This is an optimization exercise on Yosys and OpenROAD, whose aim is small area, not a production implementation.
Only simulation tests tie the RTL to the original design; equivalence was not proved.

== run A ==
==> module clkgen, before the edit <==
module clkgen
    ( input wire reset, sysclk,
      output reg clk_div);
    reg [23:0] q;
    wire term = (q == 24'h398681);
    wire clr  = ~reset | term;
    always @(posedge sysclk) begin
        q       <= clr ? 24'd0 : {~q[22:0], q[23] ^ q[18]};
        clk_div <= reset & (clk_div ^ term);
    end
endmodule
==> module uart2, before the edit <==
module uart2
    (   input  clk,
        input  reset,
        input  rx_pin,
        output tx_pin);
    reg [3:0] ri;
    reg [6:0] rt;
    reg [9:0] sr;
    reg [7:0] rx_data;
    wire r_idle = (ri[3] & ri[2]);
    wire r_tail = (ri[3] & ri[1]);
    wire r_end  = (ri[3] & ri[1] & ri[0]);
    wire rtick  = rt[0] & ~rt[1] & ~rt[3] & rt[4] & ~rt[5];
    always @(posedge clk) begin
        if (r_idle)
            rt <= 7'b0101000;             
        else if (rtick)
            rt <= 7'b0001000;             
        else
            rt <= {~rt[5:0], rt[6] ^ rt[3]};
        if (rtick)
            sr <= {rx_pin, sr[9:1]};
        if (!reset)
            ri <= 4'd12;
        else if (r_idle)
            ri <= rx_pin ? 4'd12 : 4'd0;
        else if (rtick | r_tail)
            ri <= ri + 4'd1;
        if (reset & r_end & ~sr[0] & sr[9])
            rx_data <= sr[8:1];
    end
    reg [3:0] ti;
    reg [6:0] tt;
    reg carry;
    wire t_idle = (ti == 4'd1);
    wire t_stop = (ti == 4'd0);
    wire ttick  = tt[0] & ~tt[1] & tt[2] & tt[4] & tt[6];
    wire t_atA  = ~tt[1] & ~tt[3] & ~tt[4] & ~tt[5] & ~tt[6];
    wire dbit   = rx_data[ti[2:0]];
    always @(posedge clk) begin
        if (t_idle)
            tt <= 7'b0000100;             
        else if (ttick)
            tt <= 7'b1010100;             
        else
            tt <= {~tt[5:0], ~(tt[6] ^ tt[5])};
        if (!reset)
            ti <= 4'd1;
        else if (t_idle)
            ti <= r_end ? 4'd6 : 4'd1;
        else if (ttick | (t_stop & t_atA))
            ti <= ti + 4'd1;
        if (ti == 4'd7)
            carry <= 1'b1;
        else if (ti[3] & ttick)
            carry <= carry & dbit;
    end
    assign tx_pin = (ti == 4'd7) ? 1'b0 : (ti[3] ? (dbit ^ carry) : 1'b1);
endmodule
clock: 20.0 ns
lec_check: 0
cap_margin: 20
core_margin: 2
core_utilization: 40
slew_margin: 20
run.sh (not shown) runs the stock make flow with config.mk's settings and CLKGATE_MAP_FILE= SYNTH_SCRIPT=/design/flow/synth_recipe.tcl, a recipe that flattens the netlist after the stock synthesis.
In summary, run A completed successfully, with a layout that passed the timing, design-rule and antenna checks.
Input-level comparison between run D and run A:
diff --git a/flow/design.v b/flow/design.v
--- a/flow/design.v
+++ b/flow/design.v
@@ -1,12 +1,26 @@
 module clkgen
     ( input wire reset, sysclk,
       output reg clk_div);
-    reg [23:0] q;
-    wire term = (q == 24'h398681);
+    localparam [23:0] UNG  = 24'h955292;
+    localparam [23:0] TERM = 24'h004010;    
+    reg  [23:0] q;
+    wire term = (q == TERM);
     wire clr  = ~reset | term;
+    wire [23:0] d;
+    assign d[0] = ~(clr | (q[23] ^ q[18]));
+    genvar i;
+    generate
+        for (i = 1; i < 24; i = i + 1) begin : stage
+            if (UNG[i]) begin : copy
+                assign d[i] = q[i-1];
+            end else begin : inv
+                assign d[i] = ~(clr | q[i-1]);
+            end
+        end
+    endgenerate
     always @(posedge sysclk) begin
-        q       <= clr ? 24'd0 : {~q[22:0], q[23] ^ q[18]};
+        q       <= d;
         clk_div <= reset & (clk_div ^ term);
     end
 endmodule
 module uart2
@@ -15,30 +29,33 @@
         input  rx_pin,
         output tx_pin);
     reg [3:0] ri;
     reg [6:0] rt;
-    reg [9:0] sr;
+    reg [8:0] sr;     
     reg [7:0] rx_data;
     wire r_idle = (ri[3] & ri[2]);
     wire r_tail = (ri[3] & ri[1]);
     wire r_end  = (ri[3] & ri[1] & ri[0]);
+    wire r_w9   = (ri[3] & ~ri[1] & ri[0]);
     wire rtick  = rt[0] & ~rt[1] & ~rt[3] & rt[4] & ~rt[5];
     always @(posedge clk) begin
         if (r_idle)
             rt <= 7'b0101000;             
         else if (rtick)
             rt <= 7'b0001000;             
         else
             rt <= {~rt[5:0], rt[6] ^ rt[3]};
-        if (rtick)
-            sr <= {rx_pin, sr[9:1]};
+        if (rtick & ~r_w9)
+            sr <= {rx_pin, sr[8:1]};
+        else if (rtick)
+            sr[0] <= sr[0] | ~rx_pin;
         if (!reset)
             ri <= 4'd12;
         else if (r_idle)
             ri <= rx_pin ? 4'd12 : 4'd0;
         else if (rtick | r_tail)
             ri <= ri + 4'd1;
-        if (reset & r_end & ~sr[0] & sr[9])
+        if (reset & r_end & ~sr[0])
             rx_data <= sr[8:1];
     end
     reg [3:0] ti;
     reg [6:0] tt;
### Flow results
- Result: PASS for each of run D and run A
- In the final design statistics, run D uses fewer standard cells in total than run A.
- Between run D and run A, it is run D whose fraction of standard cell area that is sequential is higher, by 1.1 points.
- Diff run A -> run D | area of the mapped netlist | decrease of 2.8%
- Synthesis-stage register bit count ends up higher on run A.
- Final critical-path required period on run D is behind run A.
- In run D the fraction of met3 tracks used by global routing turned out 1.3 points lower than in run A.
- Run D and run A ended up with nearly the same post-synthesis adder-cell area fraction.
- Worst-skew pair later-pin latency of run D is on par with run A.
- Sequential cell area for run D: 30 sq um down relative to run A
- ~same CTS clock-pin slew for the worst setup and hold paths in run D and run A
- Comparing run D and run A, the higher clock-buffer cell count is on run A.
- The worst setup slack reported for run D is smaller than that of run A by 140 ps.
- Taking run A as the reference point, the design area of run D falls by about 4%.
- Relative to run A, share of the synthesized area in compound gates (AO/OA/AOI/OAI) has gone down in run D.

-- re-timing with driven ports --
The results above use ideal ports. As a check the final layouts listed here were re-extracted and re-timed, cells and wires unchanged. Step 1, drivers: a clkbuf_16 drives clk and a buf_2 each remaining input, both assumed. Step 2 also shifts input and output timing later by t, the mid clock arrival at the registers, as if the neighbouring blocks saw the same clock. a / b / c = no drivers / after step 1 / after step 2; a / b = the first two.
run	t (ns)	slack for setup (ns)	clock arrival spread, ns	worst register clock-pin slew, ns	cell pins on the clock port's net
run A	0.357	13.550 / 13.523 / 13.875	0.008 / 0.008	0.07 / 0.07	1
run D	0.361	13.409 / 13.382 / 13.743	0.010 / 0.010	0.08 / 0.08	1
After both steps every run listed still meets setup and hold.
